From an optimization exercise on the open Yosys and OpenROAD flow, aimed at small area, a short achievable clock period and few clock cycles per item; shortcuts taken in it are not production practice.
At most, simulation tests tie the RTL to the original design; equivalence was not proved.
No activity file was given, so power comes from the tool's default toggle rates.

## main
==> flow/design.v <==
module DIV (
  input clock, reset,
  input flush,
  output in_ready,
  input in_valid,
  input in_sign,
  input [31:0] in_a, in_b,
  input out_ready,
  output out_valid,
  output [31:0] out_quot,
  output [31:0] out_rem
);
  localparam [1:0] ST_IDLE = 2'd0, ST_PREP = 2'd1, ST_ITER = 2'd2, ST_DONE = 2'd3;
  reg [1:0] state;
  reg [31:0] r;      
  reg [32:0] e;      
  reg [31:0] q;
  reg [5:0] cnt;     
  reg bs, qs, rs;
  function automatic [5:0] clz32(input [31:0] x);
    reg [15:0] v1; reg [15:0] p1;
    reg [7:0] v2;  reg [15:0] p2;
    reg [3:0] v3;  reg [11:0] p3;
    reg [1:0] v4;  reg [7:0] p4;
    integer i;
    begin
      for (i = 0; i < 16; i = i + 1) begin
        v1[i] = x[2*i+1] | x[2*i];
        p1[i] = ~x[2*i+1];
      end
      for (i = 0; i < 8; i = i + 1) begin
        v2[i] = v1[2*i+1] | v1[2*i];
        p2[2*i+1] = ~v1[2*i+1];
        p2[2*i]   = v1[2*i+1] ? p1[2*i+1] : p1[2*i];
      end
      for (i = 0; i < 4; i = i + 1) begin
        v3[i] = v2[2*i+1] | v2[2*i];
        p3[3*i+2]  = ~v2[2*i+1];
        p3[3*i+:2] = v2[2*i+1] ? p2[4*i+2+:2] : p2[4*i+:2];
      end
      for (i = 0; i < 2; i = i + 1) begin
        v4[i] = v3[2*i+1] | v3[2*i];
        p4[4*i+3]  = ~v3[2*i+1];
        p4[4*i+:3] = v3[2*i+1] ? p3[6*i+3+:3] : p3[6*i+:3];
      end
      clz32[5] = ~(v4[1] | v4[0]);
      clz32[4] = ~v4[1] & v4[0];
      clz32[3:0] = v4[1] ? p4[7:4] : (p4[3:0] & {4{v4[0]}});
    end
  endfunction
  function automatic [31:0] cneg(input s, input [31:0] x);
    reg [31:0] p;
    begin
      p = x;
      p = p | (p << 1);
      p = p | (p << 2);
      p = p | (p << 4);
      p = p | (p << 8);
      p = p | (p << 16);
      cneg = x ^ ({32{s}} & {p[30:0], 1'b0});
    end
  endfunction
  function automatic [34:0] add35(input [34:0] a, input [34:0] b, input ci);
    reg [34:0] p, g, gg, pp, c;
    integer l, i, j;
    begin
      p = a ^ b;
      g = a & b;
      g[0] = g[0] | (p[0] & ci);
      gg = g; pp = p;
      for (l = 0; l < 6; l = l + 1)
        for (i = 34; i >= 0; i = i - 1)
          if (((i >> l) & 1) == 1) begin
            j = ((i >> l) << l) - 1;
            gg[i] = gg[i] | (pp[i] & gg[j]);
            pp[i] = pp[i] & pp[j];
          end
      c = {gg[33:0], ci};
      add35 = p ^ c;
    end
  endfunction
  wire st_idle = state == ST_IDLE;
  wire st_done = state == ST_DONE;
  assign in_ready = st_idle | (st_done & out_ready);
  assign out_valid = st_done;
  wire acc = in_ready & in_valid;
  wire in_as = in_a[31] & in_sign;
  wire in_bs = in_b[31] & in_sign;
  wire [31:0] absa = cneg(in_as, in_a);
  wire [31:0] bx = in_b ^ {32{in_bs}};
  wire [6:0] sh = {1'b0, clz32(bx)} - {1'b0, clz32(absa)};   
  reg [32:0] bsh;
  integer k;
  always @* begin
    bsh = {e[31:0], bs};
    for (k = 1; k < 6; k = k + 1)
      if (cnt[k]) bsh = (bsh << (1 << k)) | ({33{bs}} & ~({33{1'b1}} << (1 << k)));
  end
  wire cin = ~bs;
  wire [34:0] ex0 = {2'b11, e};
  wire [34:0] ex1 = {3'b111, e[32:1]};
  wire [34:0] ra = {3'b000, r};
  wire [34:0] d1 = add35(ra, ex0, cin);
  wire [34:0] d2 = add35(ra, ex1, cin);
  wire [34:0] cs_s = ra ^ ex0 ^ ex1;
  wire [34:0] cs_c = (ra & ex0) | (ra & ex1) | (ex0 & ex1);
  wire [34:0] d3 = add35(cs_s, {cs_c[33:0], cin}, cin);
  wire q1 = ~d1[34];
  wire q2 = q1 ? ~d3[34] : ~d2[34];
  wire [31:0] rn = q1 ? (q2 ? d3[31:0] : d1[31:0]) : (q2 ? d2[31:0] : r);
  always @(posedge clock) begin
    if (reset | flush) begin
      state <= ST_IDLE;
    end else if (acc) begin
      state <= sh[6] ? ST_DONE : ST_PREP;
      r <= absa;
      e <= {1'b0, bx};
      q <= 32'b0;
      cnt <= sh[5:0];
      bs <= in_bs;
      qs <= (in_a[31] ^ in_b[31]) & in_sign;
      rs <= in_as;
    end else begin
      case (state)
        ST_PREP: begin
          e <= ~bsh;
          cnt <= {1'b0, cnt[5:1]};
          state <= ST_ITER;
        end
        ST_ITER: begin
          r <= rn;
          q <= {q[29:0], q1, q2};
          e <= {2'b11, e[32:2]};
          cnt <= cnt - 6'd1;
          if (cnt == 6'd0) state <= ST_DONE;
        end
        ST_DONE: begin
          if (out_ready) state <= ST_IDLE;
        end
        default: ;
      endcase
    end
  end
  assign out_quot = cneg(qs, q);
  assign out_rem  = cneg(rs, r);
endmodule
==> flow/config.mk <==
export PLATFORM = sky130hd
export DESIGN_NAME = DIV
export DESIGN_NICKNAME = DIV
export VERILOG_FILES = /design/flow/design.v
export SDC_FILE = /design/flow/constraint.sdc
export NUM_CORES = 4
export LEC_CHECK = 0
export CAP_MARGIN = 20
export CORE_MARGIN = 2
export CORE_UTILIZATION = 40
export SETUP_SLACK_MARGIN = 2.5
export SLEW_MARGIN = 20
==> flow/constraint.sdc <==
create_clock -name core_clock -period 8.0 [get_ports {clock}]
set_input_delay 1.6000 -clock core_clock [delete_from_list [all_inputs] [get_ports {clock}]]
set_output_delay 1.6000 -clock core_clock [all_outputs]
set_load 0.01 [all_outputs]
standard.sh (not shown) runs the stock make flow with config.mk's settings and CLKGATE_MAP_FILE= SYNTH_SCRIPT=/design/flow/synth_recipe.tcl, a recipe that flattens the netlist after the stock synthesis.
==> flow/flow/run.sh <==
#!/bin/bash
# The standard layout, with the port buffers made from buf_4 cells instead of
# the resizer's default choice (a slow delay buffer), so that the fixed input
# and output delays are not lengthened further by the port buffers.
set -euo pipefail
export BUFFER_PORTS_ARGS="-buffer_cell sky130_fd_sc_hd__buf_4"
bash standard.sh > standard.log 2>&1
Testbench counts of main, summed over its fixed seeds: cycles 1,780, items 384.
For the feature branch, these inputs were changed with respect to main:
--- a/flow/design.v
+++ b/flow/design.v
@@ -89,12 +89,12 @@
   wire [31:0] absa = cneg(in_as, in_a);
   wire [31:0] bx = in_b ^ {32{in_bs}};
   wire [6:0] sh = {1'b0, clz32(bx)} - {1'b0, clz32(absa)};   
-  reg [32:0] bsh;
+  reg [32:0] esh;
   integer k;
   always @* begin
-    bsh = {e[31:0], bs};
-    for (k = 1; k < 6; k = k + 1)
-      if (cnt[k]) bsh = (bsh << (1 << k)) | ({33{bs}} & ~({33{1'b1}} << (1 << k)));
+    esh = e;
+    for (k = 0; k < 5; k = k + 1)
+      if (cnt[k]) esh = (esh << (2 << k)) | ({33{~bs}} & ~({33{1'b1}} << (2 << k)));
   end
   wire cin = ~bs;
   wire [34:0] ex0 = {2'b11, e};
@@ -112,19 +112,18 @@
     if (reset | flush) begin
       state <= ST_IDLE;
     end else if (acc) begin
-      state <= sh[6] ? ST_DONE : ST_PREP;
+      state <= sh[6] ? ST_DONE : (sh[5:1] == 5'd0) ? ST_ITER : ST_PREP;
       r <= absa;
-      e <= {1'b0, bx};
+      e <= ~{bx, in_bs};
       q <= 32'b0;
-      cnt <= sh[5:0];
+      cnt <= {1'b0, sh[5:1]};
       bs <= in_bs;
       qs <= (in_a[31] ^ in_b[31]) & in_sign;
       rs <= in_as;
     end else begin
       case (state)
         ST_PREP: begin
-          e <= ~bsh;
-          cnt <= {1'b0, cnt[5:1]};
+          e <= esh;
           state <= ST_ITER;
         end
         ST_ITER: begin
==> comparison <==
The feature branch ended up with a higher worst hold slack than main did. The measured slew at the worst slew-check pin number comes out higher for the feature branch vs main. The feature branch against main: period utilization increased by 7.9 points relative to the old numbers; die area increased 1.7%; number of buffers inserted to repair setup after CTS went up; global-route wire length before repair rose about 2.3%; clock share of power went down. Compared the feature branch vs main, and critical-path maximum fanout is down in the feature branch. Diff main -> the feature branch: wire length now larger; cell area went up 2.3%; shortest clock period the worst path allows after layout climbed 0.63 ns. For the average routed wire per standard cell, the feature branch came in 1.5% higher than main did.
Function not checked in the feature branch: the RTL went through the layout flow alone.

what the ideal ports hide:
How much do the figures lean on ideal ports? The routed layouts below were timed once more, with nothing changed but the port constraints.
Step 1, drivers: a clkbuf_16 drives clock and a buf_2 each remaining input, both assumed.
Step 2, shift: input delay + t, output delay - t, t = (earliest + latest rising clock arrival at the registers) / 2. This alone moves slack from input paths to output paths.
Three values: ideal ports, drivers, drivers and shift; two values: the first two.
run | shift t [ns] | setup slack, ns | worst hold slack (ns) | worst setup path after step 2 | latest minus earliest clock arrival (ns)
main | 0.423 | 2.655 / 2.605 / 2.369 | 0.603 / 0.603 / 0.603 | input to register | 0.007 / 0.007
the feature branch | 0.429 | 2.026 / 1.971 / 2.349 | 0.619 / 0.619 / 0.619 | input to register | 0.013 / 0.013
After both steps every run listed still meets setup and hold. The setup slack of main, which loses most, moves by -0.050 ns with the drivers and by -0.286 ns with both steps.
